This design comes from an exercise in tuning for small area on the open sky130 flow, not from production work. RTL that was checked went through simulation tests only; none was proved equivalent to the original. Only the layout flow was run in run 1; the RTL was not checked for function there. No activity file was given, so power comes from the tool's default toggle rates.

==> flow/design.v <==
`timescale 1ns / 1ps
module Signed_Mult_tap(
   input 	 	[1:0] rxin,		 
	input			[1:0] preamble,	 
	output 	 	[1:0] mult_out_Re, mult_out_Im   
    );
wire cmp1_Re = (rxin[0] == preamble[0]);
wire cmp2_Re = (rxin[1] == preamble[1]);
assign mult_out_Re[0] =  (cmp1_Re == cmp2_Re);
assign mult_out_Re[1] = ~(cmp1_Re |  cmp2_Re);
wire cmp1_Im = (rxin[1] == preamble[0]);
wire cmp2_Im = (rxin[0] == preamble[1]);
assign mult_out_Im[0] = ~(  cmp1_Im == cmp2_Im);
assign mult_out_Im[1] =  ((~cmp1_Im) & cmp2_Im);
endmodule
`timescale 1ns / 1ps
module Delay_reg #(parameter WIDTH = 32)(
	input 	clk,
	input 	ena,
	input 	  [WIDTH - 1:0] dat_in,
	output reg [WIDTH - 1:0] dat_out
    );
always @(posedge clk) begin
	if (ena) 	dat_out <= dat_in;
end
endmodule
`timescale 1ns / 1ps
module Appr_Mag #(parameter WIDTH = 6)(
	input 						clk, rst, ena,
	input 	[WIDTH-1:0] 	a_in, b_in,
	input							half_in,
	output	[WIDTH:0]		mag,
	output reg					val
    );
reg [WIDTH-1:0] a_abs, b_abs;
reg             half;
always @(posedge clk) begin
	if (rst) val <= 1'b0;
	else     val <= ena;
	if (ena) begin
		a_abs <= a_in;
		b_abs <= b_in;
		half  <= half_in;
	end
end
wire [WIDTH:0] s;
wire [WIDTH:0] sc;
assign sc[0] = 1'b0;
wire [WIDTH-1:0] m = (a_abs < b_abs) ? b_abs : a_abs;
wire [WIDTH:0] mc;
assign mc[0] = half;
genvar i;
generate
	for (i = 0; i < WIDTH; i = i + 1) begin: add
		Corr_FA fs (.a(a_abs[i]), .b(b_abs[i]), .c(sc[i]), .s(s[i]), .co(sc[i+1]));
		Corr_FA fm (.a(m[i]), .b(s[i+1]), .c(mc[i]), .s(mag[i]), .co(mc[i+1]));
	end
endgenerate
assign s[WIDTH] = sc[WIDTH];
assign mag[WIDTH] = mc[WIDTH];
endmodule
module Signed_Correlator(
	input 	clk,
	input 	ena,
	input 	mask,
	input 	[1:0] CR_in,	 
	output  [5:0] CR_A, CR_B
   );
localparam [127:0] SYNCH_KNOWN_COEFF = 128'h25e10b5fe7dea25873fac37d4a4960a8;
wire [62:0] sr_re, sr_im;
Delay_reg #(.WIDTH(63)) SR_Re(.clk(clk), .ena(ena), .dat_in({CR_in[0], sr_re[62:1]}), .dat_out(sr_re));
Delay_reg #(.WIDTH(63)) SR_Im(.clk(clk), .ena(ena), .dat_in({CR_in[1], sr_im[62:1]}), .dat_out(sr_im));
wire e1 = ~sr_re[0] & ~mask;
wire e2 = ~sr_im[0] & ~mask;
wire [6:0] U, V;
wire s1;
wire c2;
wire s3;
wire c4;
wire s5;
wire c6;
wire s7;
wire c8;
wire s9;
wire c10;
wire s11;
wire c12;
wire s13;
wire c14;
wire s15;
wire c16;
wire s17;
wire c18;
wire s19;
wire c20;
wire s21;
wire c22;
wire s23;
wire c24;
wire s25;
wire c26;
wire s27;
wire c28;
wire s29;
wire c30;
wire s31;
wire c32;
wire s33;
wire c34;
wire s35;
wire c36;
wire s37;
wire c38;
wire s39;
wire c40;
wire s41;
wire c42;
wire s43;
wire c44;
wire s45;
wire c46;
wire s47;
wire c48;
wire s49;
wire c50;
wire s51;
wire c52;
wire s53;
wire c54;
wire s55;
wire c56;
wire s57;
wire c58;
wire s59;
wire c60;
wire s61;
wire c62;
wire s63;
wire c64;
wire s65;
wire c66;
wire s67;
wire c68;
wire s69;
wire c70;
wire s71;
wire c72;
wire s73;
wire c74;
wire s75;
wire c76;
wire s77;
wire c78;
wire s79;
wire c80;
wire s81;
wire c82;
wire s83;
wire c84;
wire s85;
wire c86;
wire s87;
wire c88;
wire s89;
wire c90;
wire s91;
wire c92;
wire s93;
wire c94;
wire s95;
wire c96;
wire s97;
wire c98;
wire s99;
wire c100;
wire s101;
wire c102;
wire s103;
wire c104;
wire s105;
wire c106;
wire s107;
wire c108;
wire s109;
wire c110;
wire s111;
wire c112;
wire s113;
wire c114;
wire s115;
wire c116;
wire s117;
wire c118;
wire s119;
wire c120;
wire s121;
wire c122;
wire s123;
wire c124;
wire s125;
wire c126;
wire s127;
wire c128;
wire s129;
wire c130;
wire s131;
wire c132;
wire s133;
wire c134;
wire s135;
wire c136;
wire s137;
wire c138;
wire s139;
wire c140;
wire s141;
wire c142;
wire s143;
wire c144;
wire s145;
wire c146;
wire s147;
wire c148;
wire s149;
wire c150;
wire s151;
wire c152;
wire s153;
wire c154;
wire s155;
wire c156;
wire s157;
wire c158;
wire s159;
wire c160;
wire s161;
wire c162;
wire s163;
wire c164;
wire s165;
wire c166;
wire s167;
wire c168;
wire s169;
wire c170;
wire s171;
wire c172;
wire s173;
wire c174;
wire s175;
wire c176;
wire s177;
wire c178;
wire s179;
wire c180;
wire s181;
wire c182;
wire s183;
wire c184;
wire s185;
wire c186;
wire s187;
wire c188;
wire s189;
wire c190;
wire s191;
wire c192;
wire s193;
wire c194;
wire s195;
wire c196;
wire s197;
wire c198;
wire s199;
wire c200;
wire s201;
wire c202;
wire s203;
wire c204;
wire s205;
wire c206;
wire s207;
wire c208;
wire s209;
wire c210;
wire s211;
wire c212;
wire s213;
wire c214;
wire s215;
wire c216;
wire s217;
wire c218;
wire s219;
wire c220;
wire s221;
wire c222;
wire s223;
wire c224;
wire s225;
wire c226;
wire s227;
wire c228;
wire s229;
wire c230;
wire s231;
wire c232;
wire s233;
wire c234;
wire s235;
wire c236;
wire s237;
wire c238;
wire s239;
wire c240;
wire s241;
wire c242;
wire s243;
wire c244;
wire s245;
wire c246;
wire s247;
wire c248;
wire s249;
wire c250;
wire s251;
wire c252;
Corr_FA fa1 (.a(sr_im[1]), .b(sr_im[2]), .c(sr_im[3]), .s(s1), .co(c2));
Corr_FA fa3 (.a(sr_im[6]), .b(sr_im[9]), .c(sr_im[12]), .s(s3), .co(c4));
Corr_FA fa5 (.a(sr_im[13]), .b(sr_re[17]), .c(sr_re[18]), .s(s5), .co(c6));
Corr_FA fa7 (.a(sr_re[20]), .b(sr_re[23]), .c(sr_im[24]), .s(s7), .co(c8));
Corr_FA fa9 (.a(sr_im[25]), .b(sr_re[26]), .c(sr_re[27]), .s(s9), .co(c10));
Corr_FA fa11 (.a(sr_re[28]), .b(sr_re[30]), .c(sr_im[33]), .s(s11), .co(c12));
Corr_FA fa13 (.a(sr_im[36]), .b(sr_im[38]), .c(sr_im[39]), .s(s13), .co(c14));
Corr_FA fa15 (.a(sr_im[40]), .b(sr_re[41]), .c(sr_re[43]), .s(s15), .co(c16));
Corr_FA fa17 (.a(sr_re[44]), .b(sr_im[46]), .c(sr_re[47]), .s(s17), .co(c18));
Corr_FA fa19 (.a(sr_re[48]), .b(sr_re[49]), .c(sr_re[52]), .s(s19), .co(c20));
Corr_FA fa21 (.a(sr_im[53]), .b(sr_im[58]), .c(sr_re[59]), .s(s21), .co(c22));
Corr_FA fa23 (.a(sr_re[4]), .b(sr_re[5]), .c(sr_im[7]), .s(s23), .co(c24));
Corr_FA fa25 (.a(sr_im[8]), .b(sr_re[10]), .c(sr_im[11]), .s(s25), .co(c26));
Corr_FA fa27 (.a(sr_re[14]), .b(sr_im[15]), .c(sr_im[16]), .s(s27), .co(c28));
Corr_FA fa29 (.a(sr_im[19]), .b(sr_re[21]), .c(sr_re[22]), .s(s29), .co(c30));
Corr_FA fa31 (.a(sr_re[29]), .b(sr_im[31]), .c(sr_re[32]), .s(s31), .co(c32));
Corr_FA fa33 (.a(sr_im[34]), .b(sr_im[35]), .c(sr_re[37]), .s(s33), .co(c34));
Corr_FA fa35 (.a(sr_im[42]), .b(sr_im[45]), .c(sr_im[50]), .s(s35), .co(c36));
Corr_FA fa37 (.a(sr_im[51]), .b(sr_re[54]), .c(sr_re[55]), .s(s37), .co(c38));
Corr_FA fa39 (.a(sr_im[56]), .b(sr_re[57]), .c(sr_im[60]), .s(s39), .co(c40));
Corr_FA fa41 (.a(sr_im[62]), .b(e1), .c(s1), .s(s41), .co(c42));
Corr_FA fa43 (.a(s3), .b(s5), .c(s7), .s(s43), .co(c44));
Corr_FA fa45 (.a(s9), .b(s11), .c(s13), .s(s45), .co(c46));
Corr_FA fa47 (.a(s15), .b(s17), .c(s19), .s(s47), .co(c48));
Corr_FA fa49 (.a(sr_im[61]), .b(s23), .c(s25), .s(s49), .co(c50));
Corr_FA fa51 (.a(s27), .b(s29), .c(s31), .s(s51), .co(c52));
Corr_FA fa53 (.a(s33), .b(s35), .c(s37), .s(s53), .co(c54));
Corr_FA fa55 (.a(s21), .b(s41), .c(s43), .s(s55), .co(c56));
Corr_FA fa57 (.a(s39), .b(s49), .c(s51), .s(s57), .co(c58));
Corr_FA fa59 (.a(s45), .b(s47), .c(s55), .s(s59), .co(c60));
Corr_FA fa61 (.a(s53), .b(CR_in[0]), .c(s57), .s(s61), .co(c62));
Corr_HA ha63 (.a(s59), .b(~s61), .s(s63), .co(c64));
Corr_FA fa65 (.a(c2), .b(c4), .c(c6), .s(s65), .co(c66));
Corr_FA fa67 (.a(c8), .b(c10), .c(c12), .s(s67), .co(c68));
Corr_FA fa69 (.a(c14), .b(c16), .c(c18), .s(s69), .co(c70));
Corr_FA fa71 (.a(c24), .b(c26), .c(c28), .s(s71), .co(c72));
Corr_FA fa73 (.a(c30), .b(c32), .c(c34), .s(s73), .co(c74));
Corr_FA fa75 (.a(c36), .b(c38), .c(c40), .s(s75), .co(c76));
Corr_FA fa77 (.a(c20), .b(c22), .c(c42), .s(s77), .co(c78));
Corr_FA fa79 (.a(c44), .b(c46), .c(c48), .s(s79), .co(c80));
Corr_FA fa81 (.a(s65), .b(s67), .c(s69), .s(s81), .co(c82));
Corr_FA fa83 (.a(c50), .b(c52), .c(c54), .s(s83), .co(c84));
Corr_FA fa85 (.a(s71), .b(s73), .c(s75), .s(s85), .co(c86));
Corr_FA fa87 (.a(c56), .b(s77), .c(s79), .s(s87), .co(c88));
Corr_FA fa89 (.a(c58), .b(s83), .c(s85), .s(s89), .co(c90));
Corr_FA fa91 (.a(s81), .b(c60), .c(s87), .s(s91), .co(c92));
Corr_FA fa93 (.a(c64), .b(s91), .c(~c62), .s(s93), .co(c94));
Corr_HA ha95 (.a(~s89), .b(s93), .s(s95), .co(c96));
Corr_FA fa97 (.a(c66), .b(c68), .c(c70), .s(s97), .co(c98));
Corr_FA fa99 (.a(c72), .b(c74), .c(c76), .s(s99), .co(c100));
Corr_FA fa101 (.a(c78), .b(c80), .c(c82), .s(s101), .co(c102));
Corr_FA fa103 (.a(c84), .b(c86), .c(s99), .s(s103), .co(c104));
Corr_FA fa105 (.a(s97), .b(c88), .c(s101), .s(s105), .co(c106));
Corr_FA fa107 (.a(c92), .b(s105), .c(c94), .s(s107), .co(c108));
Corr_FA fa109 (.a(c96), .b(s107), .c(~c90), .s(s109), .co(c110));
Corr_HA ha111 (.a(~s103), .b(s109), .s(s111), .co(c112));
Corr_FA fa113 (.a(c98), .b(c102), .c(c106), .s(s113), .co(c114));
Corr_FA fa115 (.a(s113), .b(c108), .c(c110), .s(s115), .co(c116));
Corr_FA fa117 (.a(c112), .b(s115), .c(~c100), .s(s117), .co(c118));
Corr_HA ha119 (.a(~c104), .b(s117), .s(s119), .co(c120));
Corr_FA fa121 (.a(c114), .b(c116), .c(c118), .s(s121), .co(c122));
Corr_HA ha123 (.a(c120), .b(s121), .s(s123), .co(c124));
Corr_HA ha125 (.a(c122), .b(c124), .s(s125), .co(c126));
Corr_FA fa127 (.a(sr_re[7]), .b(sr_re[8]), .c(sr_re[11]), .s(s127), .co(c128));
Corr_FA fa129 (.a(sr_re[15]), .b(sr_re[16]), .c(sr_im[17]), .s(s129), .co(c130));
Corr_FA fa131 (.a(sr_im[18]), .b(sr_re[19]), .c(sr_im[20]), .s(s131), .co(c132));
Corr_FA fa133 (.a(sr_im[23]), .b(sr_im[26]), .c(sr_im[27]), .s(s133), .co(c134));
Corr_FA fa135 (.a(sr_im[28]), .b(sr_im[30]), .c(sr_re[31]), .s(s135), .co(c136));
Corr_FA fa137 (.a(sr_re[34]), .b(sr_re[35]), .c(sr_im[41]), .s(s137), .co(c138));
Corr_FA fa139 (.a(sr_re[42]), .b(sr_im[43]), .c(sr_im[44]), .s(s139), .co(c140));
Corr_FA fa141 (.a(sr_re[45]), .b(sr_im[47]), .c(sr_im[48]), .s(s141), .co(c142));
Corr_FA fa143 (.a(sr_im[49]), .b(sr_re[50]), .c(sr_re[51]), .s(s143), .co(c144));
Corr_FA fa145 (.a(sr_im[52]), .b(sr_re[56]), .c(sr_im[59]), .s(s145), .co(c146));
Corr_FA fa147 (.a(sr_re[1]), .b(sr_re[2]), .c(sr_re[3]), .s(s147), .co(c148));
Corr_FA fa149 (.a(sr_im[4]), .b(sr_im[5]), .c(sr_re[6]), .s(s149), .co(c150));
Corr_FA fa151 (.a(sr_re[9]), .b(sr_im[10]), .c(sr_re[12]), .s(s151), .co(c152));
Corr_FA fa153 (.a(sr_re[13]), .b(sr_im[14]), .c(sr_im[21]), .s(s153), .co(c154));
Corr_FA fa155 (.a(sr_im[22]), .b(sr_re[24]), .c(sr_re[25]), .s(s155), .co(c156));
Corr_FA fa157 (.a(sr_im[29]), .b(sr_im[32]), .c(sr_re[33]), .s(s157), .co(c158));
Corr_FA fa159 (.a(sr_re[36]), .b(sr_im[37]), .c(sr_re[38]), .s(s159), .co(c160));
Corr_FA fa161 (.a(sr_re[39]), .b(sr_re[40]), .c(sr_re[46]), .s(s161), .co(c162));
Corr_FA fa163 (.a(sr_re[53]), .b(sr_im[54]), .c(sr_im[55]), .s(s163), .co(c164));
Corr_FA fa165 (.a(sr_im[57]), .b(sr_re[58]), .c(sr_re[62]), .s(s165), .co(c166));
Corr_FA fa167 (.a(sr_re[60]), .b(sr_re[61]), .c(e2), .s(s167), .co(c168));
Corr_FA fa169 (.a(s127), .b(s129), .c(s131), .s(s169), .co(c170));
Corr_FA fa171 (.a(s133), .b(s135), .c(s137), .s(s171), .co(c172));
Corr_FA fa173 (.a(s139), .b(s141), .c(s143), .s(s173), .co(c174));
Corr_FA fa175 (.a(s147), .b(s149), .c(s151), .s(s175), .co(c176));
Corr_FA fa177 (.a(s153), .b(s155), .c(s157), .s(s177), .co(c178));
Corr_FA fa179 (.a(s159), .b(s161), .c(s163), .s(s179), .co(c180));
Corr_FA fa181 (.a(s145), .b(s167), .c(s169), .s(s181), .co(c182));
Corr_FA fa183 (.a(s165), .b(s175), .c(s177), .s(s183), .co(c184));
Corr_FA fa185 (.a(s171), .b(s173), .c(s181), .s(s185), .co(c186));
Corr_FA fa187 (.a(s179), .b(CR_in[1]), .c(s183), .s(s187), .co(c188));
Corr_HA ha189 (.a(s185), .b(~s187), .s(s189), .co(c190));
Corr_FA fa191 (.a(c128), .b(c130), .c(c132), .s(s191), .co(c192));
Corr_FA fa193 (.a(c134), .b(c136), .c(c138), .s(s193), .co(c194));
Corr_FA fa195 (.a(c140), .b(c142), .c(c144), .s(s195), .co(c196));
Corr_FA fa197 (.a(c148), .b(c150), .c(c152), .s(s197), .co(c198));
Corr_FA fa199 (.a(c154), .b(c156), .c(c158), .s(s199), .co(c200));
Corr_FA fa201 (.a(c160), .b(c162), .c(c164), .s(s201), .co(c202));
Corr_FA fa203 (.a(c146), .b(c168), .c(c170), .s(s203), .co(c204));
Corr_FA fa205 (.a(c172), .b(c174), .c(s191), .s(s205), .co(c206));
Corr_FA fa207 (.a(c166), .b(c176), .c(c178), .s(s207), .co(c208));
Corr_FA fa209 (.a(c180), .b(s197), .c(s199), .s(s209), .co(c210));
Corr_FA fa211 (.a(s193), .b(s195), .c(c182), .s(s211), .co(c212));
Corr_FA fa213 (.a(s201), .b(c184), .c(s207), .s(s213), .co(c214));
Corr_FA fa215 (.a(s203), .b(s205), .c(c186), .s(s215), .co(c216));
Corr_FA fa217 (.a(s209), .b(c188), .c(s213), .s(s217), .co(c218));
Corr_FA fa219 (.a(s211), .b(c190), .c(s215), .s(s219), .co(c220));
Corr_HA ha221 (.a(~s217), .b(s219), .s(s221), .co(c222));
Corr_FA fa223 (.a(c192), .b(c194), .c(c196), .s(s223), .co(c224));
Corr_FA fa225 (.a(c198), .b(c200), .c(c202), .s(s225), .co(c226));
Corr_FA fa227 (.a(c204), .b(c206), .c(s223), .s(s227), .co(c228));
Corr_FA fa229 (.a(c208), .b(c210), .c(s225), .s(s229), .co(c230));
Corr_FA fa231 (.a(c212), .b(s227), .c(c216), .s(s231), .co(c232));
Corr_FA fa233 (.a(c214), .b(s229), .c(c218), .s(s233), .co(c234));
Corr_FA fa235 (.a(c220), .b(s231), .c(c222), .s(s235), .co(c236));
Corr_HA ha237 (.a(~s233), .b(s235), .s(s237), .co(c238));
Corr_FA fa239 (.a(c224), .b(c228), .c(c232), .s(s239), .co(c240));
Corr_FA fa241 (.a(c226), .b(c230), .c(c234), .s(s241), .co(c242));
Corr_FA fa243 (.a(s239), .b(c236), .c(c238), .s(s243), .co(c244));
Corr_HA ha245 (.a(~s241), .b(s243), .s(s245), .co(c246));
Corr_FA fa247 (.a(c240), .b(c244), .c(c246), .s(s247), .co(c248));
Corr_HA ha249 (.a(~c242), .b(s247), .s(s249), .co(c250));
Corr_HA ha251 (.a(c248), .b(c250), .s(s251), .co(c252));
assign U = {c126, s125, s123, s119, s111, s95, s63};
assign V = {c252, s251, s249, s245, s237, s221, s189};
wire sa = ~U[6] & ~U[5];
wire sb = ~V[6] & ~V[5];
wire [5:0] oa = {U[6], U[4:0] ^ {5{sa}}};
wire [5:0] ob = {V[6], V[4:0] ^ {5{sb}}};
wire [5:0] ca, cb;
Corr_HA haA0 (.a(oa[0]), .b(sa & ~mask), .s(CR_A[0]), .co(ca[1]));
Corr_HA haB0 (.a(ob[0]), .b(sb & ~mask), .s(CR_B[0]), .co(cb[1]));
genvar i;
generate
	for (i = 1; i < 5; i = i + 1) begin: inc
		Corr_HA haA (.a(oa[i]), .b(ca[i]), .s(CR_A[i]), .co(ca[i+1]));
		Corr_HA haB (.a(ob[i]), .b(cb[i]), .s(CR_B[i]), .co(cb[i+1]));
	end
endgenerate
assign CR_A[5] = oa[5] | ca[5];
assign CR_B[5] = ob[5] | cb[5];
endmodule
module Corr_FA(input a, b, c, output s, co);
assign s  = a ^ b ^ c;
assign co = (a & b) | (c & (a ^ b));
endmodule
module Corr_HA(input a, b, output s, co);
assign s  = a ^ b;
assign co = a & b;
endmodule
`timescale 1ns / 1ps
module Fine_Time_Synch(
   input clk, rst,
	input 				cyc_i, 
	input					stb_i,
	output 				ack_o,
	output reg [31:0]	dat_out,
	output reg			cyc_o, stb_o, 
	output				we_o,
	input					ack_i,
	input [31:0] 		dat_in,
	input 				dat_in_val,
	output reg			time_syn_run,	
	output 				out_halt
	);
reg	time_syn_done;	
wire 	fine_Time_ena = dat_in_val & time_syn_run;
reg 	cyc_i_pp;
always @(posedge clk)begin 
	if(rst) cyc_i_pp <= 1'b0;
	else    cyc_i_pp <= cyc_i;
end
wire cyc_rise = cyc_i & (~cyc_i_pp);
always @(posedge clk)begin 
	if(rst) 									time_syn_run <= 1'b0;
	else if (cyc_rise) 					time_syn_run <= 1'b1;
	else if (time_syn_done) 			time_syn_run <= 1'b0;
end
reg [6:0] CR_peak_dec_cnt;  
always @(posedge clk)begin 
	if(rst) 										CR_peak_dec_cnt <= 7'd0;
	else if (cyc_rise) 						CR_peak_dec_cnt <= 7'd0;
	else if (fine_Time_ena) 				CR_peak_dec_cnt <= CR_peak_dec_cnt + 1'b1;
end
wire cnt_63  = (CR_peak_dec_cnt == 7'd63);
wire cnt_127 = (CR_peak_dec_cnt == 7'd127);
reg CR_seen;
always @(posedge clk)begin 
	if(rst) 										CR_seen <= 1'b0;
	else if (cnt_63 | (cyc_rise & (fine_Time_ena | (|CR_peak_dec_cnt)))) CR_seen <= 1'b1;
end
wire [1:0]	CR_in  = {dat_in[31], dat_in[15]};
wire [5:0] 	CR_A, CR_B;
wire			CR_mask = ~(CR_seen | cnt_63);
Signed_Correlator Signed_Correlator_ins(
	.clk(clk),
	.ena(fine_Time_ena),
	.mask(CR_mask),
	.CR_in(CR_in),
	.CR_A(CR_A),
	.CR_B(CR_B)
   );
wire [6:0] CR_out_mag;
wire       CR_out_mag_val;
Appr_Mag #(.WIDTH(6)) CR_out_mag_ins(
	.clk(clk),  .rst(rst), .ena(fine_Time_ena),
	.a_in(CR_A), .b_in(CR_B), .half_in(CR_mask),
	.mag(CR_out_mag),		
	.val(CR_out_mag_val)	 
    );
reg CR_peak_dec_ena;
always @(posedge clk)begin 
	if(rst) 							CR_peak_dec_ena <= 1'b0;
	else if (cnt_63) 				CR_peak_dec_ena <= 1'b1;
	else if (cnt_127)				CR_peak_dec_ena <= 1'b0;
end
reg [6:0] CR_max;
wire 		 CR_cmp = (CR_max < CR_out_mag);
wire		 CR_new = CR_peak_dec_ena & CR_cmp;
always @(posedge clk)begin 
	if(rst)							CR_max	<= 7'd0;
	else if (cyc_rise) 			CR_max	<= 7'd0;
	else if (CR_new) 				CR_max	<= CR_out_mag;
end
reg       syn_run;
reg [4:0] syn_cnt;
always @(posedge clk)begin 
	if(rst)												syn_run	<= 1'b0;
	else if (cnt_63 | CR_new) 						syn_run	<= 1'b1;
	else if (CR_out_mag_val & syn_run) 			syn_run	<= ~(&syn_cnt);
	else if (~cyc_i) 									syn_run	<= 1'b0;
end
always @(posedge clk)begin 
	if (cnt_63 | CR_new) 							syn_cnt	<= 5'd0;
	else if (CR_out_mag_val) 						syn_cnt	<= syn_cnt + 1'b1;
end
wire syn_dec = syn_run & (syn_cnt == 5'b11110);
always @(posedge clk)begin 
	if(rst) 										time_syn_done <= 1'b0;
	else if (cyc_rise)						time_syn_done <= 1'b0;
	else if (syn_dec) 						time_syn_done <= 1'b1;
	else if (~cyc_i & (~dat_in_val) ) 	time_syn_done <= 1'b0;
end
always @(posedge clk)begin 
	if ((~out_halt) & time_syn_done)	dat_out <= dat_in;
end
always @(posedge clk)begin 
	if(rst) 	begin
			cyc_o	  <= 1'b0;
			stb_o	  <= 1'b0;
			end
	else if ((~out_halt) & time_syn_done) begin
			cyc_o	  <= 1'b1;
			stb_o	  <= dat_in_val;
			end
	else if (~cyc_i & (~dat_in_val)) 	begin			
			cyc_o	  <= 1'b0;
			stb_o	  <= 1'b0;
			end
end
assign  out_halt 	= stb_o & (~ack_i);
assign  ack_o 		= (cyc_i & stb_i & (~out_halt));
assign  we_o 		= stb_o;
endmodule
==> flow/flow/run.sh <==
#!/bin/bash
# Standard layout (the standard.sh, unchanged synthesis) with two knobs
# that ORFS reads from the environment:
#  - port buffers use the smallest buffer cell instead of the resizer's pick
#  - clock tree synthesis without dummy load cells
# The make output goes to flow.log in the work folder (ORFS keeps each
# tool's own log under orfs/logs/).
set -euo pipefail
export BUFFER_PORTS_ARGS="-buffer_cell sky130_fd_sc_hd__buf_1"
export CTS_ARGS="-sink_clustering_enable -repair_clock_nets -dont_use_dummy_load -buf_list sky130_fd_sc_hd__clkbuf_8"
bash standard.sh > flow.log 2>&1
==> flow/standard.sh <==
#!/bin/bash
# synth_recipe.tcl (not shown) runs the flow's synth.tcl, then flattens the netlist and writes it again
# the make line also repeats each setting of config.mk as NAME=value (left out here)
make -C /OpenROAD-flow-scripts/flow DESIGN_CONFIG=/design/flow/config.mk WORK_HOME=/design/flow/orfs CLKGATE_MAP_FILE= SYNTH_SCRIPT=/design/flow/synth_recipe.tcl "${@:-finish}"
==> flow/config.mk <==
export PLATFORM = sky130hd
export DESIGN_NAME = Fine_Time_Synch
export DESIGN_NICKNAME = Fine_Time_Synch
export VERILOG_FILES = /design/flow/design.v
export SDC_FILE = /design/flow/constraint.sdc
export NUM_CORES = 4
export LEC_CHECK = 0
export CAP_MARGIN = 20
export CORE_MARGIN = 2
export CORE_UTILIZATION = 40
export CTS_BUF_LIST = sky130_fd_sc_hd__clkbuf_8
export SLEW_MARGIN = 20
export SYNTH_HIERARCHICAL = 1
export SYNTH_MINIMUM_KEEP_SIZE = 0
==> flow/constraint.sdc <==
create_clock -name core_clock -period 10.0 [get_ports {clk}]
set_input_delay 2.0000 -clock core_clock [delete_from_list [all_inputs] [get_ports {clk}]]
set_output_delay 2.0000 -clock core_clock [all_outputs]
set_load 0.01 [all_outputs]
==> flow_summary.toml, run 1 <==
[run_status]
outcome = "complete, no violations"

[clocking]
clkSinkCount = 199
cts_post_setup_buffers_inserted = 0
tritoncts.num_buffers = 17
post_cts_gate_resize_count = 0
holdBufCountCts = 0
cts-htree-levels = 4
worstSkewPairLatency_ns = 0.47
cts_tree = "built"
clockBufferDepth = 2
clk_root_buffer_cell = "sky130_fd_sc_hd__clkbuf_8"
path_clk_slew_ns = 0.11

[synthesis]
synth_nets = 734
yosys.area.top_type_share_pct = 52.8
ys_async_sr_fraction_pct = 0
synth_warnings = 9
synthesized_area_divided_by_synthesized_cell_count_sq_um = 18.3
synth_top_cells_by_count = "sky130_fd_sc_hd__edfxtp_1, sky130_fd_sc_hd__fa_1, sky130_fd_sc_hd__ha_1"
yosysSeqAreaShare_pct = 58.6
netlist_area_sq_um = 9720
postSynthCellCount = 532
dominantRegCellSynth = "sky130_fd_sc_hd__edfxtp_1"
synth_enable_flop_cells = 171
total_of_flip_flops_plus_latches_after_synthesis = 199
post-synth-top-count-cell = "sky130_fd_sc_hd__edfxtp_1"
synth_cell_type_count = 39
yosysTopAreaCell = "sky130_fd_sc_hd__edfxtp_1"
leading_cell_types_by_total_area_after_synthesis = "sky130_fd_sc_hd__edfxtp_1, sky130_fd_sc_hd__fa_1, sky130_fd_sc_hd__dfxtp_1"

[route]
detail_route.iter0.violations = 336
avgRoutedWirePerCell_microns = 17.6
detailedRoute.firstPassIterationCount = 5
num_vias = 4514
routed_wirelength_microns = 16600
drtAntennaViolNets = 0
drc = 0
drt-vias-per-instance = 4.79

[placement]
hpwlAfterDp_microns = 12900
gp_routability_congestion = 0.828
portBuffers = 75

[sta]
final-max-slew-violation-count = 0
timing.max_slew.rel_slack_pct = 43.8
final.setup_skew_ns = 0.0411
fmax_achieved_mhz = 119
period_share_pct = 83.7
rsz_0062_raised_after_global_routing = "no"
final_number_of_hold_violating_endpoints = 0
fin_crit_ns = 8.37
timing.final.setup_violations = 0
worst_slew_pin_slew_ns = 0.840
timing.setup.tns_ns = 0

[power_and_ir_drop]
peakVddDrop_mv = 0.229
fin_total_pwr_w = 0.00348
pwr_density_cell_nw_per_um2 = 328
power_leakage_nw = 3.54

[finish]
layout-drive-gt1-share_pct = 5.82
nets = 823
antennaDiodeCount = 0
area_delta_synth_final_pct = 9.13
utilization_pct = 44.0

[setup_path]
worstPathArrival_ns = 8.55
critical_path.reg2reg.startpoint = "CR_peak_dec_cnt[0]"
crit_path_end = "CR_out_mag_ins.a_abs[5]"
crit_slowest_cell = "sky130_fd_sc_hd__fa_1"
timing_worst_setup_path_type = "reg -> reg"
cp-startpoint = "CR_peak_dec_cnt[0]"
reg2reg_depth = 25
rrSetupSlack_ns = 1.63
critical_path_startpoint_category = "flip-flop"
critical_path_required_ns = 10.18
cp_max_fo = 8
critical_path.most_common_cell = "sky130_fd_sc_hd__fa_1"
r2r-end = "CR_out_mag_ins.a_abs[5]"
slowest_delay_ns = 0.57
cp-end-kind = "flip-flop"

[die]
fp.dieH_microns = 160
floorplan.initialDensity_pct = 40.3
ios = 76
core_sq_um = 24100
site_rows = 57
width_of_the_die_microns = 160
fp.dieArea_sq_um = 25600

[global_route]
grt_first_pass_wirelength_microns = 26600
maximum_number_of_pins_on_one_net_before_global_route_repair = 89
via_count_of_the_first_global_routing_pass = 4916
grt_use_total_pct = 13.8
total_gr_overflow = 0
antenna_found_initial = 0

[min_path]
min-delay-path-class = "reg -> reg"

[flow_run]
maxCapViolations = 0
critical path: cells and delay by family (launching register included):
kind	cells	cell delay [ns]
xor gates and xnor gates	1	0.10
adders and majority gates	18	6.16
DFF	1	0.41
and+or+nand+nor	6	1.41
layout by cell type, fill, tap and decap left out, types with 11 or more instances in the layout:
master,netlist,final
sky130_fd_sc_hd__a21oi_1,11,11
sky130_fd_sc_hd__buf_1,0,75
sky130_fd_sc_hd__clkbuf_8,0,17
sky130_fd_sc_hd__dfxtp_1,28,28
sky130_fd_sc_hd__edfxtp_1,171,171
sky130_fd_sc_hd__fa_1,126,126
sky130_fd_sc_hd__ha_1,38,38
sky130_fd_sc_hd__inv_1,31,29
sky130_fd_sc_hd__nand2_1,27,27
sky130_fd_sc_hd__nor2_1,12,12
sky130_fd_sc_hd__xor2_1,15,15
per-module statistics from Yosys (local to each module, per instance), excerpt:
module | area (sq um) | flip-flops and latches | copies in the design | cells
Signed_Correlator | 185 | 0 | 1 | 30
Corr_HA | 12.5 | 0 | 22 | 1
Fine_Time_Synch | 2330 | 59 | 1 | 188
Corr_FA | 20.0 | 0 | 126 | 1
routing by layer:
layer / track usage [%] / part of all wire (%) / wire length (microns) / up-vias
met3: 3.19 / 4.1 / 683 / 20
met4: 4.01 / 1.7 / 278 / 0
li1: - / - / - / 2017
met2: 22.1 / 49 / 8090 / 107
met5: 0 / 0 / 0 / -
met1: 19.0 / 45 / 7540 / 2370
cells by family after synthesis:
group	count (synthesis)	synth area share, %
and+or+nand+nor	74	3.94
other	1	0.0386
muxes	14	1.52
DFF	199	58.6
AOI/OAI and AO/OA	25	1.75
xor gates and xnor gates	18	1.62
adders and majority gates	164	30.8
buffers and inverters	37	1.69
layout make-up:
type,instances,area (sq um)
clock buffers,17,234
fillers,2129,13500
inverters,31,119
multi-input cells,296,3860
flip-flops and latches,199,5700
well taps,324,405
repair buffers,76,293
where the power goes:
group | total (W) | switching (W) | internal, W
clock network | 0.000391 | 0.000240 | 0.000151
logic | 0.00195 | 0.00106 | 0.000897
registers | 0.00114 | 0.0000493 | 0.00109
registers in the layout, summed over array words and instances, names as in the netlist:
| register | flops |
|---|---|
| dat_out | 32 |
| CR_max | 7 |
| syn_cnt | 5 |
| time_syn_done | 1 |
| syn_run | 1 |
| cyc_i_pp | 1 |
| stb_o | 1 |
| CR_seen | 1 |
| CR_out_mag_ins.val | 1 |
| CR_out_mag_ins.half | 1 |
| CR_out_mag_ins.b_abs | 6 |
| CR_peak_dec_cnt | 7 |
| cyc_o | 1 |
| time_syn_run | 1 |
| Signed_Correlator_ins.SR_Im.dat_out | 63 |
| Signed_Correlator_ins.SR_Re.dat_out | 63 |
| CR_peak_dec_ena | 1 |
| CR_out_mag_ins.a_abs | 6 |
worst min-delay path by stage:
stage                                              endpoint                                    start  slack [ns]  cells after the start
finish                                            CR_max[3]                                CR_max[3]        0.47                      2
CTS                 Signed_Correlator_ins.SR_Re.dat_out[51]  Signed_Correlator_ins.SR_Re.dat_out[52]        0.47                      0
floorplan                                         CR_max[0]                                CR_max[0]        0.44                      2
detailed placement  Signed_Correlator_ins.SR_Im.dat_out[43]  Signed_Correlator_ins.SR_Im.dat_out[44]        0.46                      0
global route        Signed_Correlator_ins.SR_Re.dat_out[51]  Signed_Correlator_ins.SR_Re.dat_out[52]        0.49                      0
global placement                                  CR_max[0]                                CR_max[0]        0.44                      2
stage by stage:
step	cells	setup slack, ns	area (sq um)	hold slack, ns
after detailed placement	926	1.62	10400	0.459
final	943	1.63	10600	0.472
after global routing	943	1.24	10600	0.488
after CTS	943	1.57	10600	0.474
after global placement	926	1.85	10400	0.444
after floorplan	532	2.13	9720	0.435
==> run 2: changes to the inputs <==
--- a/flow/design.v
+++ b/flow/design.v
@@ -46,6 +46,14 @@
 wire [WIDTH:0] s;
 wire [WIDTH:0] sc;
-assign sc[0] = 1'b0;
-wire [WIDTH-1:0] m = (a_abs < b_abs) ? b_abs : a_abs;
+Corr_HA fs0 (.a(a_abs[0]), .b(b_abs[0]), .s(s[0]), .co(sc[1]));
+wire [WIDTH:0] lt;
+assign lt[0] = 1'b0;
+genvar j;
+generate
+	for (j = 0; j < WIDTH; j = j + 1) begin: cmp
+		assign lt[j+1] = (~a_abs[j] & b_abs[j]) | (~a_abs[j] & lt[j]) | (b_abs[j] & lt[j]);
+	end
+endgenerate
+wire [WIDTH-1:0] m = lt[WIDTH] ? b_abs : a_abs;
 wire [WIDTH:0] mc;
 assign mc[0] = half;
@@ -53,5 +61,7 @@
 generate
 	for (i = 0; i < WIDTH; i = i + 1) begin: add
-		Corr_FA fs (.a(a_abs[i]), .b(b_abs[i]), .c(sc[i]), .s(s[i]), .co(sc[i+1]));
+		if (i > 0) begin: hi
+			Corr_FA fs (.a(a_abs[i]), .b(b_abs[i]), .c(sc[i]), .s(s[i]), .co(sc[i+1]));
+		end
 		Corr_FA fm (.a(m[i]), .b(s[i+1]), .c(mc[i]), .s(mag[i]), .co(mc[i+1]));
 	end
@@ -346,14 +356,14 @@
 Corr_FA fa37 (.a(sr_im[51]), .b(sr_re[54]), .c(sr_re[55]), .s(s37), .co(c38));
 Corr_FA fa39 (.a(sr_im[56]), .b(sr_re[57]), .c(sr_im[60]), .s(s39), .co(c40));
-Corr_FA fa41 (.a(sr_im[62]), .b(e1), .c(s1), .s(s41), .co(c42));
-Corr_FA fa43 (.a(s3), .b(s5), .c(s7), .s(s43), .co(c44));
-Corr_FA fa45 (.a(s9), .b(s11), .c(s13), .s(s45), .co(c46));
-Corr_FA fa47 (.a(s15), .b(s17), .c(s19), .s(s47), .co(c48));
+Corr_FA fa41 (.a(sr_im[62]), .b(s1), .c(s3), .s(s41), .co(c42));
+Corr_FA fa43 (.a(s5), .b(s7), .c(s9), .s(s43), .co(c44));
+Corr_FA fa45 (.a(s11), .b(s13), .c(s15), .s(s45), .co(c46));
+Corr_FA fa47 (.a(s17), .b(s19), .c(s21), .s(s47), .co(c48));
 Corr_FA fa49 (.a(sr_im[61]), .b(s23), .c(s25), .s(s49), .co(c50));
 Corr_FA fa51 (.a(s27), .b(s29), .c(s31), .s(s51), .co(c52));
 Corr_FA fa53 (.a(s33), .b(s35), .c(s37), .s(s53), .co(c54));
-Corr_FA fa55 (.a(s21), .b(s41), .c(s43), .s(s55), .co(c56));
+Corr_FA fa55 (.a(s41), .b(s43), .c(s45), .s(s55), .co(c56));
 Corr_FA fa57 (.a(s39), .b(s49), .c(s51), .s(s57), .co(c58));
-Corr_FA fa59 (.a(s45), .b(s47), .c(s55), .s(s59), .co(c60));
+Corr_FA fa59 (.a(s47), .b(e1), .c(s55), .s(s59), .co(c60));
 Corr_FA fa61 (.a(s53), .b(CR_in[0]), .c(s57), .s(s61), .co(c62));
 Corr_HA ha63 (.a(s59), .b(~s61), .s(s63), .co(c64));
@@ -409,14 +419,14 @@
 Corr_FA fa163 (.a(sr_re[53]), .b(sr_im[54]), .c(sr_im[55]), .s(s163), .co(c164));
 Corr_FA fa165 (.a(sr_im[57]), .b(sr_re[58]), .c(sr_re[62]), .s(s165), .co(c166));
-Corr_FA fa167 (.a(sr_re[60]), .b(sr_re[61]), .c(e2), .s(s167), .co(c168));
-Corr_FA fa169 (.a(s127), .b(s129), .c(s131), .s(s169), .co(c170));
-Corr_FA fa171 (.a(s133), .b(s135), .c(s137), .s(s171), .co(c172));
-Corr_FA fa173 (.a(s139), .b(s141), .c(s143), .s(s173), .co(c174));
+Corr_FA fa167 (.a(sr_re[60]), .b(sr_re[61]), .c(s127), .s(s167), .co(c168));
+Corr_FA fa169 (.a(s129), .b(s131), .c(s133), .s(s169), .co(c170));
+Corr_FA fa171 (.a(s135), .b(s137), .c(s139), .s(s171), .co(c172));
+Corr_FA fa173 (.a(s141), .b(s143), .c(s145), .s(s173), .co(c174));
 Corr_FA fa175 (.a(s147), .b(s149), .c(s151), .s(s175), .co(c176));
 Corr_FA fa177 (.a(s153), .b(s155), .c(s157), .s(s177), .co(c178));
 Corr_FA fa179 (.a(s159), .b(s161), .c(s163), .s(s179), .co(c180));
-Corr_FA fa181 (.a(s145), .b(s167), .c(s169), .s(s181), .co(c182));
+Corr_FA fa181 (.a(s167), .b(s169), .c(s171), .s(s181), .co(c182));
 Corr_FA fa183 (.a(s165), .b(s175), .c(s177), .s(s183), .co(c184));
-Corr_FA fa185 (.a(s171), .b(s173), .c(s181), .s(s185), .co(c186));
+Corr_FA fa185 (.a(s173), .b(e2), .c(s181), .s(s185), .co(c186));
 Corr_FA fa187 (.a(s179), .b(CR_in[1]), .c(s183), .s(s187), .co(c188));
 Corr_HA ha189 (.a(s185), .b(~s187), .s(s189), .co(c190));
@@ -495,29 +505,26 @@
 	);
 reg	time_syn_done;	
+genvar i;
 wire 	fine_Time_ena = dat_in_val & time_syn_run;
 reg 	cyc_i_pp;
-always @(posedge clk)begin 
-	if(rst) cyc_i_pp <= 1'b0;
-	else    cyc_i_pp <= cyc_i;
-end
+always @(posedge clk) cyc_i_pp <= ~rst & cyc_i;
 wire cyc_rise = cyc_i & (~cyc_i_pp);
-always @(posedge clk)begin 
-	if(rst) 									time_syn_run <= 1'b0;
-	else if (cyc_rise) 					time_syn_run <= 1'b1;
-	else if (time_syn_done) 			time_syn_run <= 1'b0;
-end
-reg [6:0] CR_peak_dec_cnt;  
-always @(posedge clk)begin 
-	if(rst) 										CR_peak_dec_cnt <= 7'd0;
-	else if (cyc_rise) 						CR_peak_dec_cnt <= 7'd0;
-	else if (fine_Time_ena) 				CR_peak_dec_cnt <= CR_peak_dec_cnt + 1'b1;
-end
-wire cnt_63  = (CR_peak_dec_cnt == 7'd63);
-wire cnt_127 = (CR_peak_dec_cnt == 7'd127);
+always @(posedge clk) time_syn_run <= ~rst & (cyc_rise | (time_syn_run & ~time_syn_done));
+reg  [6:0] CR_peak_dec_cnt;
+wire [7:0] cnt_c;
+wire [6:0] cnt_inc;
+assign cnt_c[0] = fine_Time_ena;
+generate
+	for (i = 0; i < 7; i = i + 1) begin: cnt_add
+		Corr_HA cnt_ha (.a(CR_peak_dec_cnt[i]), .b(cnt_c[i]), .s(cnt_inc[i]), .co(cnt_c[i+1]));
+	end
+endgenerate
+always @(posedge clk) CR_peak_dec_cnt <= (rst | cyc_rise) ? 7'd0 : cnt_inc;
+wire cnt_lo63 = &CR_peak_dec_cnt[5:0];
+wire cnt_63   = cnt_lo63 & ~CR_peak_dec_cnt[6];
+wire cnt_127  = cnt_lo63 &  CR_peak_dec_cnt[6];
 reg CR_seen;
-always @(posedge clk)begin 
-	if(rst) 										CR_seen <= 1'b0;
-	else if (cnt_63 | (cyc_rise & (fine_Time_ena | (|CR_peak_dec_cnt)))) CR_seen <= 1'b1;
-end
+always @(posedge clk)
+	CR_seen <= ~rst & (CR_seen | cnt_63 | (cyc_rise & (fine_Time_ena | (|CR_peak_dec_cnt))));
 wire [1:0]	CR_in  = {dat_in[31], dat_in[15]};
 wire [5:0] 	CR_A, CR_B;
@@ -540,52 +547,42 @@
     );
 reg CR_peak_dec_ena;
-always @(posedge clk)begin 
-	if(rst) 							CR_peak_dec_ena <= 1'b0;
-	else if (cnt_63) 				CR_peak_dec_ena <= 1'b1;
-	else if (cnt_127)				CR_peak_dec_ena <= 1'b0;
-end
+always @(posedge clk) CR_peak_dec_ena <= ~rst & (cnt_63 | (CR_peak_dec_ena & ~cnt_127));
 reg [6:0] CR_max;
-wire 		 CR_cmp = (CR_max < CR_out_mag);
+wire [7:0] cmp_lt;
+assign cmp_lt[0] = 1'b0;
+generate
+	for (i = 0; i < 7; i = i + 1) begin: cmp
+		assign cmp_lt[i+1] = (~CR_max[i] & CR_out_mag[i]) | (~CR_max[i] & cmp_lt[i]) | (CR_out_mag[i] & cmp_lt[i]);
+	end
+endgenerate
+wire 		 CR_cmp = cmp_lt[7];
 wire		 CR_new = CR_peak_dec_ena & CR_cmp;
-always @(posedge clk)begin 
-	if(rst)							CR_max	<= 7'd0;
-	else if (cyc_rise) 			CR_max	<= 7'd0;
-	else if (CR_new) 				CR_max	<= CR_out_mag;
-end
-reg       syn_run;
-reg [4:0] syn_cnt;
-always @(posedge clk)begin 
-	if(rst)												syn_run	<= 1'b0;
-	else if (cnt_63 | CR_new) 						syn_run	<= 1'b1;
-	else if (CR_out_mag_val & syn_run) 			syn_run	<= ~(&syn_cnt);
-	else if (~cyc_i) 									syn_run	<= 1'b0;
-end
-always @(posedge clk)begin 
-	if (cnt_63 | CR_new) 							syn_cnt	<= 5'd0;
-	else if (CR_out_mag_val) 						syn_cnt	<= syn_cnt + 1'b1;
-end
+always @(posedge clk)
+	CR_max <= (rst | cyc_rise) ? 7'd0 : (CR_new ? CR_out_mag : CR_max);
+wire       syn_set = cnt_63 | CR_new;
+reg        syn_run;
+reg  [4:0] syn_cnt;
+wire [5:0] syn_c;
+wire [4:0] syn_inc;
+assign syn_c[0] = CR_out_mag_val;
+generate
+	for (i = 0; i < 5; i = i + 1) begin: syn_add
+		Corr_HA syn_ha (.a(syn_cnt[i]), .b(syn_c[i]), .s(syn_inc[i]), .co(syn_c[i+1]));
+	end
+endgenerate
+always @(posedge clk) syn_cnt <= syn_set ? 5'd0 : syn_inc;
+always @(posedge clk)
+	syn_run <= ~rst & (syn_set | (syn_run & (CR_out_mag_val ? ~syn_c[5] : cyc_i)));
 wire syn_dec = syn_run & (syn_cnt == 5'b11110);
-always @(posedge clk)begin 
-	if(rst) 										time_syn_done <= 1'b0;
-	else if (cyc_rise)						time_syn_done <= 1'b0;
-	else if (syn_dec) 						time_syn_done <= 1'b1;
-	else if (~cyc_i & (~dat_in_val) ) 	time_syn_done <= 1'b0;
-end
-always @(posedge clk)begin 
-	if ((~out_halt) & time_syn_done)	dat_out <= dat_in;
-end
-always @(posedge clk)begin 
-	if(rst) 	begin
-			cyc_o	  <= 1'b0;
-			stb_o	  <= 1'b0;
-			end
-	else if ((~out_halt) & time_syn_done) begin
-			cyc_o	  <= 1'b1;
-			stb_o	  <= dat_in_val;
-			end
-	else if (~cyc_i & (~dat_in_val)) 	begin			
-			cyc_o	  <= 1'b0;
-			stb_o	  <= 1'b0;
-			end
+always @(posedge clk)
+	time_syn_done <= ~rst & ~cyc_rise & (syn_dec | (time_syn_done & (cyc_i | dat_in_val)));
+wire out_load = (~out_halt) & time_syn_done;
+wire out_clr  = ~cyc_i & (~dat_in_val);
+always @(posedge clk)begin 
+	if (out_load)	dat_out <= dat_in;
+end
+always @(posedge clk) begin
+	cyc_o <= ~rst & (out_load | (cyc_o & ~out_clr));
+	stb_o <= ~rst & (out_load ? dat_in_val : (stb_o & ~out_clr));
 end
 assign  out_halt 	= stb_o & (~ack_i);
--- a/flow/flow/run.sh
+++ b/flow/flow/run.sh
@@ -8,4 +8,4 @@
 set -euo pipefail
 export BUFFER_PORTS_ARGS="-buffer_cell sky130_fd_sc_hd__buf_1"
-export CTS_ARGS="-sink_clustering_enable -repair_clock_nets -dont_use_dummy_load -buf_list sky130_fd_sc_hd__clkbuf_8"
+export CTS_ARGS="-sink_clustering_enable -repair_clock_nets -dont_use_dummy_load -buf_list sky130_fd_sc_hd__clkbuf_8 -sink_clustering_size 10 -sink_clustering_max_diameter 60"
 bash standard.sh > flow.log 2>&1
--- a/flow/config.mk
+++ b/flow/config.mk
@@ -9,5 +9,4 @@
 export CORE_MARGIN = 2
 export CORE_UTILIZATION = 40
-export CTS_BUF_LIST = sky130_fd_sc_hd__clkbuf_8
 export SLEW_MARGIN = 20
 export SYNTH_HIERARCHICAL = 1
==> flow_summary.toml, run 2 <==
[setup_path]
cp-end-kind = "flip-flop"
reg2reg_depth = 21
worstPathArrival_ns = 8.05
cp_max_fo = 5
critical_path_required_ns = 10.18
timing_worst_setup_path_type = "reg -> reg"
critical_path_startpoint_category = "flip-flop"

[clocking]
holdBufCountCts = 0
clockBufferDepth = 2
cts-htree-levels = 4
cts_post_setup_buffers_inserted = 0
clk_root_buffer_cell = "sky130_fd_sc_hd__clkbuf_8"
post_cts_gate_resize_count = 0
tritoncts.num_buffers = 17
worstSkewPairLatency_ns = 0.47
cts_tree = "built"
clkSinkCount = 199
path_clk_slew_ns = 0.10

[die]
site_rows = 56
core_sq_um = 23500
fp.dieArea_sq_um = 25100
fp.dieH_microns = 158
ios = 76
floorplan.initialDensity_pct = 40.6
width_of_the_die_microns = 158

[synthesis]
synth_cell_type_count = 40
ys_async_sr_fraction_pct = 0
netlist_area_sq_um = 9540
postSynthCellCount = 504
dominantRegCellSynth = "sky130_fd_sc_hd__edfxtp_1"
yosys.area.top_type_share_pct = 53.8
yosysTopAreaCell = "sky130_fd_sc_hd__edfxtp_1"
synth_nets = 702
total_of_flip_flops_plus_latches_after_synthesis = 199
synth_enable_flop_cells = 171
yosysSeqAreaShare_pct = 59.7
post-synth-top-count-cell = "sky130_fd_sc_hd__edfxtp_1"
synth_warnings = 9
synth_top_cells_by_count = "sky130_fd_sc_hd__edfxtp_1, sky130_fd_sc_hd__fa_1, sky130_fd_sc_hd__ha_1"
synthesized_area_divided_by_synthesized_cell_count_sq_um = 18.9
leading_cell_types_by_total_area_after_synthesis = "sky130_fd_sc_hd__edfxtp_1, sky130_fd_sc_hd__fa_1, sky130_fd_sc_hd__dfxtp_1"

[power_and_ir_drop]
power_switching_w = 0.00131
pwr-share-seq_pct = 32.9
power.switching_fraction_pct = 37.9
pwr_density_cell_nw_per_um2 = 333
internal_power_w = 0.00215
pwr-share-clk_pct = 11.2
fin_total_pwr_w = 0.00347
power.combinational.fraction_pct = 56.0
peakVddDrop_mv = 0.250
power_leakage_nw = 3.52

[placement]
hpwlAfterDp_microns = 12900
gp_routability_congestion = 0.808
dpl_cell_area_sq_um = 10200
placed_cell_count = 894
portBuffers = 75

[run_status]
outcome = "complete, no violations"

[finish]
utilization_pct = 44.4
count_of_filler_cells_inserted_in_the_layout = 2026
footprint_of_the_multi_input_gates_sq_um = 3700
biggestRegsByFlops = "Signed_Correlator_ins.SR_Im.dat_out x63, Signed_Correlator_ins.SR_Re.dat_out x63, dat_out x32"
ff_latch_area_sq_um = 5700
nets = 792
antennaDiodeCount = 0
layout-drive-gt1-share_pct = 5.24
final_common_cell = "sky130_fd_sc_hd__edfxtp_1"
fin_area_sq_um = 10400
layoutNonFillerInstCount = 911
area_delta_synth_final_pct = 9.30
most-common-layout-cells = "sky130_fd_sc_hd__edfxtp_1, sky130_fd_sc_hd__fa_1, sky130_fd_sc_hd__buf_1, sky130_fd_sc_hd__ha_1, sky130_fd_sc_hd__dfxtp_1"

[global_route]
antenna_found_initial = 0
maximum_number_of_pins_on_one_net_before_global_route_repair = 82
grt_use_total_pct = 14.1
via_count_of_the_first_global_routing_pass = 4733
grt_first_pass_wirelength_microns = 25400
total_gr_overflow = 0

[sta]
period_share_pct = 78.7
fmax_achieved_mhz = 127
final.setup_skew_ns = 0.0463
final_number_of_hold_violating_endpoints = 0
timing.max_slew.rel_slack_pct = 34.5
rsz_0062_raised_after_global_routing = "no"
fin_crit_ns = 7.87
worst_slew_pin_slew_ns = 0.982
final-max-slew-violation-count = 0
timing.final.setup_violations = 0
timing.setup.tns_ns = 0

[route]
drtAntennaViolNets = 0
avgRoutedWirePerCell_microns = 18.0
detailedRoute.firstPassIterationCount = 4
drc = 0
drt-vias-per-instance = 4.77
routed_wirelength_microns = 16400
detail_route.iter0.violations = 266
num_vias = 4342

[min_path]
min_path_cells = 2
min-delay-path-class = "reg -> reg"

[flow_run]
maxCapViolations = 0
## run 2: final cells by class
class / instances / share of cell area [%]
Tap cell: 319 / 3.83
Sequential cell: 199 / 54.6
Clock buffer: 17 / 2.24
Multi-Input combinational cell: 273 / 35.5
Inverter: 27 / 0.996
Timing Repair Buffer: 76 / 2.77
## run 2: layer usage
layer | share of wire (%) | wire length (microns) | vias to the layer above | GRT usage, %
met5 | 0 | 0 | - | 0
met4 | 1.2 | 200 | 0 | 3.99
met3 | 6.6 | 1090 | 18 | 3.43
met2 | 49 | 8030 | 129 | 23.1
met1 | 43 | 7030 | 2246 | 18.8
li1 | - | - | 1949 | -
## run 2: cells by family (layout without fill, tap and decap cells)
kind of cell	count (synthesis)	in the layout	synth area share, %
flops	199	199	59.7
fa+ha+maj	161	161	30.9
simple gates	66	66	3.84
buf+inv	32	120	1.46
compound gates	25	25	1.90
mux	11	11	1.22
xor+xnor	10	10	0.918
## run 2: per-module statistics from Yosys, one instance, submodules excluded, a selection
module | cell area [sq um] | copies in the design | cells | flops+latches
Signed_Correlator | 185 | 1 | 30 | 0
Corr_FA | 20.0 | 125 | 1 | 0
Fine_Time_Synch | 2040 | 1 | 148 | 59
Corr_HA | 12.5 | 35 | 1 | 0
## run 2: power by group through the flow
| stage | clock network, W | logic, W | registers, W |
|---|---|---|---|
| floorplan | 0 | 0.00148 | 0.00115 |
| global placement | 0 | 0.00192 | 0.00116 |
| detailed placement | 0 | 0.00195 | 0.00116 |
| CTS | 0.000406 | 0.00200 | 0.00114 |
| global route | 0.000435 | 0.00225 | 0.00115 |
| finish | 0.000388 | 0.00194 | 0.00114 |
## run 2: final timing paths
kind                                      startpoint                 endpoint  slack, ns
max          Signed_Correlator_ins.SR_Im.dat_out[13]  CR_out_mag_ins.a_abs[5]       2.13
min                                        CR_max[5]                CR_max[5]       0.46
max reg2reg  Signed_Correlator_ins.SR_Im.dat_out[13]  CR_out_mag_ins.a_abs[5]       2.13
min reg2reg                                CR_max[5]                CR_max[5]       0.46
## run 2: critical path, stage by stage (launching register included)
cell and delay [ns]:
sky130_fd_sc_hd__edfxtp_1 0.44, sky130_fd_sc_hd__fa_1 0.53, sky130_fd_sc_hd__fa_1 0.54, sky130_fd_sc_hd__fa_1 0.45
sky130_fd_sc_hd__fa_1 0.56, sky130_fd_sc_hd__fa_1 0.45, sky130_fd_sc_hd__fa_1 0.42, sky130_fd_sc_hd__fa_1 0.47
sky130_fd_sc_hd__fa_1 0.42, sky130_fd_sc_hd__fa_1 0.47, sky130_fd_sc_hd__fa_1 0.42, sky130_fd_sc_hd__fa_1 0.45
sky130_fd_sc_hd__ha_1 0.19, sky130_fd_sc_hd__ha_1 0.32, sky130_fd_sc_hd__nor2_4 0.21, sky130_fd_sc_hd__xor2_1 0.10
sky130_fd_sc_hd__ha_1 0.21, sky130_fd_sc_hd__ha_1 0.18, sky130_fd_sc_hd__ha_1 0.18, sky130_fd_sc_hd__ha_1 0.18
sky130_fd_sc_hd__ha_1 0.17, sky130_fd_sc_hd__or2_2 0.26
## run 2: through the flow
stage                     worst slack [ns]  hold slack [ns]
after floorplan                       2.42            0.435
after global placement                2.25            0.444
after detailed placement              2.12            0.450
after CTS                             2.08            0.466
after global routing                  1.85            0.477
final                                 2.13            0.464
==> run 3: changes to the inputs <==
--- a/flow/flow/run.sh
+++ b/flow/flow/run.sh
@@ -8,4 +8,4 @@
 set -euo pipefail
 export BUFFER_PORTS_ARGS="-buffer_cell sky130_fd_sc_hd__buf_1"
-export CTS_ARGS="-sink_clustering_enable -repair_clock_nets -dont_use_dummy_load -buf_list sky130_fd_sc_hd__clkbuf_8 -sink_clustering_size 10 -sink_clustering_max_diameter 60"
+export CTS_ARGS="-sink_clustering_enable -repair_clock_nets -dont_use_dummy_load -buf_list sky130_fd_sc_hd__clkbuf_16"
 bash standard.sh > flow.log 2>&1
==> flow_summary.toml, run 3 <==
[synthesis]
post-synth-top-count-cell = "sky130_fd_sc_hd__edfxtp_1"
synthAdderAreaFrac_pct = 30.9
synthesized_area_divided_by_synthesized_cell_count_sq_um = 18.9
synth_top_cells_by_count = "sky130_fd_sc_hd__edfxtp_1, sky130_fd_sc_hd__fa_1, sky130_fd_sc_hd__ha_1"
yosysTopAreaCell = "sky130_fd_sc_hd__edfxtp_1"
ys_async_sr_fraction_pct = 0
largest_family_of_logic_cells_by_synthesized_area = "adder cells"
leading_cell_types_by_total_area_after_synthesis = "sky130_fd_sc_hd__edfxtp_1, sky130_fd_sc_hd__fa_1, sky130_fd_sc_hd__dfxtp_1"
synth_nets = 702
share_of_cell_area_taken_by_muxes_after_synthesis_pct = 1.22
compound_gate_portion_of_the_synthesized_area_pct = 1.90
synth_xor_area_share_pct = 0.918
synth_enable_flop_cells = 171
yosys.area_share.simple_pct = 3.84
netlist_area_sq_um = 9540
yosys.area.top_type_share_pct = 53.8
yosysSeqAreaShare_pct = 59.7
total_of_flip_flops_plus_latches_after_synthesis = 199
synth_cell_type_count = 40
dominantRegCellSynth = "sky130_fd_sc_hd__edfxtp_1"
synth_warnings = 9
postSynthCellCount = 504

[die]
site_rows = 56
width_of_the_die_microns = 158
ios = 76
core_sq_um = 23500
fp.dieH_microns = 158
floorplan.initialDensity_pct = 40.6
fp.dieArea_sq_um = 25100

[finish]
final_common_cell = "sky130_fd_sc_hd__edfxtp_1"
most-common-layout-cells = "sky130_fd_sc_hd__edfxtp_1, sky130_fd_sc_hd__fa_1, sky130_fd_sc_hd__buf_1, sky130_fd_sc_hd__ha_1, sky130_fd_sc_hd__dfxtp_1"
nets = 792
antennaDiodeCount = 0
area_delta_synth_final_pct = 11.3
layout-drive-gt1-share_pct = 5.24
fin_area_sq_um = 10600
biggestRegsByFlops = "Signed_Correlator_ins.SR_Im.dat_out x63, Signed_Correlator_ins.SR_Re.dat_out x63, dat_out x32"

[power_and_ir_drop]
pwr_density_cell_nw_per_um2 = 343
power_leakage_nw = 3.60
peakVddDrop_mv = 0.248
fin_total_pwr_w = 0.00364

[run_status]
outcome = "complete, no violations"

[placement]
hpwlAfterDp_microns = 12900
dpl_cell_area_sq_um = 10200
portBuffers = 75
dp_worst_setup_slack_ns = 2.12
gp_routability_congestion = 0.808

[clocking]
post_cts_gate_resize_count = 0
worstSkewPairLatency_ns = 0.43
tritoncts.num_buffers = 17
cts_post_setup_buffers_inserted = 0
cts-htree-levels = 4
clkSinkCount = 199
cts_tree = "built"
holdBufCountCts = 0
path_clk_slew_ns = 0.07
clockBufferDepth = 2
clk_root_buffer_cell = "sky130_fd_sc_hd__clkbuf_16"

[flow_run]
maxCapViolations = 0

[global_route]
grt_first_pass_wirelength_microns = 25600
via_count_of_the_first_global_routing_pass = 4756
total_gr_overflow = 0
antenna_found_initial = 0
maximum_number_of_pins_on_one_net_before_global_route_repair = 82
grt_use_total_pct = 14.1

[route]
drc = 0
detail_route.iter0.violations = 296
avgRoutedWirePerCell_microns = 18.0
routed_wirelength_microns = 16400
drt-vias-per-instance = 4.79
drtAntennaViolNets = 0
num_vias = 4363
detailedRoute.firstPassIterationCount = 5

[setup_path]
cp-end-kind = "flip-flop"
critical_path_required_ns = 10.16
timing_worst_setup_path_type = "reg -> reg"
cp_max_fo = 5
critical_path_startpoint_category = "flip-flop"
worstPathArrival_ns = 8.00

[sta]
fmax_achieved_mhz = 128
rsz_0062_raised_after_global_routing = "no"
final-max-slew-violation-count = 0
period_share_pct = 78.4
setup_slack_ns = 2.16
fin_crit_ns = 7.84
timing.max_slew.rel_slack_pct = 34.9
timing.final.setup_violations = 0
worst_slew_pin_slew_ns = 0.976
timing.setup.tns_ns = 0
final.setup_skew_ns = 0.0296
final_number_of_hold_violating_endpoints = 0

[min_path]
min-delay-path-class = "reg -> reg"
-- run 3: cell counts after synthesis --
Identical to the previous run, type by type.
-- run 3: kinds of logic (layout without fill, tap and decap cells) --
logic type      after synthesis  after routing
simple gates                 66             66
compound gates               25             25
flops                       199            199
buf+inv                      32            120
fa+ha+maj                   161            161
mux                          11             11
xor+xnor                     10             10
-- run 3: path summary, 6_finish.rpt --
check / start / to / slack, ns / cells after the start
min: CR_max[5] / CR_max[5] / 0.46 / 2
max reg2reg: Signed_Correlator_ins.SR_Im.dat_out[13] / CR_out_mag_ins.a_abs[5] / 2.16 / 21
min reg2reg: CR_max[5] / CR_max[5] / 0.46 / 2
max: Signed_Correlator_ins.SR_Im.dat_out[13] / CR_out_mag_ins.a_abs[5] / 2.16 / 21
-- run 3: cell type report --
class	instances	area, sq um
inverters	27	104
fillers	2004	12900
clock buffers	17	425
multi-input cells	273	3700
flip-flops and latches	199	5700
well taps	319	399
repair buffers	76	289
-- run 3: layer usage --
layer	share of wire, %	wire length, microns	track usage [%]	vias to the layer above
met3	6.1	998	3.43	17
met2	49	8080	23.2	125
met4	1.2	189	3.73	0
met5	0	0	0	-
li1	-	-	-	1949
met1	44	7160	18.9	2272
-- run 3: modules after synthesis (local to each module, per instance), excerpt --
| module | cells inside | times used | area [sq um] |
|---|---|---|---|
| Fine_Time_Synch | 148 | 1 | 2040 |
| Signed_Correlator | 30 | 1 | 185 |
| Corr_FA | 1 | 125 | 20.0 |
| Corr_HA | 1 | 35 | 12.5 |
-- run 3: metrics by stage --
step | std cells | util [%] | hold slack, ns
2_1_floorplan | 504 | - | 0.435
3_3_place_gp | 894 | 43.4 | 0.444
3_5_place_dp | 894 | 43.4 | 0.450
4_1_cts | 911 | 45.2 | 0.463
5_1_grt | 911 | 45.2 | 0.477
6_report | 911 | 45.2 | 0.461
-- run 3: worst max-delay path: stages (launching register included) --
cell	delay (ns)
sky130_fd_sc_hd__edfxtp_1	0.43
sky130_fd_sc_hd__fa_1	0.53
sky130_fd_sc_hd__fa_1	0.54
sky130_fd_sc_hd__fa_1	0.45
sky130_fd_sc_hd__fa_1	0.56
sky130_fd_sc_hd__fa_1	0.45
sky130_fd_sc_hd__fa_1	0.42
sky130_fd_sc_hd__fa_1	0.47
sky130_fd_sc_hd__fa_1	0.41
sky130_fd_sc_hd__fa_1	0.46
sky130_fd_sc_hd__fa_1	0.42
sky130_fd_sc_hd__fa_1	0.45
sky130_fd_sc_hd__ha_1	0.19
sky130_fd_sc_hd__ha_1	0.32
sky130_fd_sc_hd__nor2_4	0.21
sky130_fd_sc_hd__xor2_1	0.10
sky130_fd_sc_hd__ha_1	0.21
sky130_fd_sc_hd__ha_1	0.18
sky130_fd_sc_hd__ha_1	0.18
sky130_fd_sc_hd__ha_1	0.18
sky130_fd_sc_hd__ha_1	0.17
sky130_fd_sc_hd__or2_2	0.26
-- run 3: power by group --
group          internal [W]  total, W  switching (W)
Sequential          0.00110   0.00114      0.0000427
Clock              0.000296  0.000557       0.000261
Combinational      0.000905   0.00194        0.00104

afterwards: timing with drivers on the ports:
No port has a modelled driver above. Below, the same layouts with a new extraction and two added sets of constraints. Step 1 assumes that a clkbuf_16 drives the clock port and a buf_2 every other input. Step 2 also shifts input and output timing later by t, the mid clock arrival at the registers, as if the neighbouring blocks saw the same clock. Three values: ideal ports, drivers, drivers and shift; two values: the first two.
run | t (ns) | setup WS [ns] | latest minus earliest clock arrival (ns) | slew at the worst register clock pin (ns)
run 1 | 0.489 | 1.629 / 1.629 / 1.629 | 0.043 / 0.043 | 0.12 / 0.12
run 2 | 0.490 | 2.134 / 2.134 / 2.134 | 0.052 / 0.052 | 0.12 / 0.12
run 3 | 0.465 | 2.159 / 2.159 / 2.159 | 0.030 / 0.030 | 0.08 / 0.08
After both steps setup and hold are still met in every run listed.
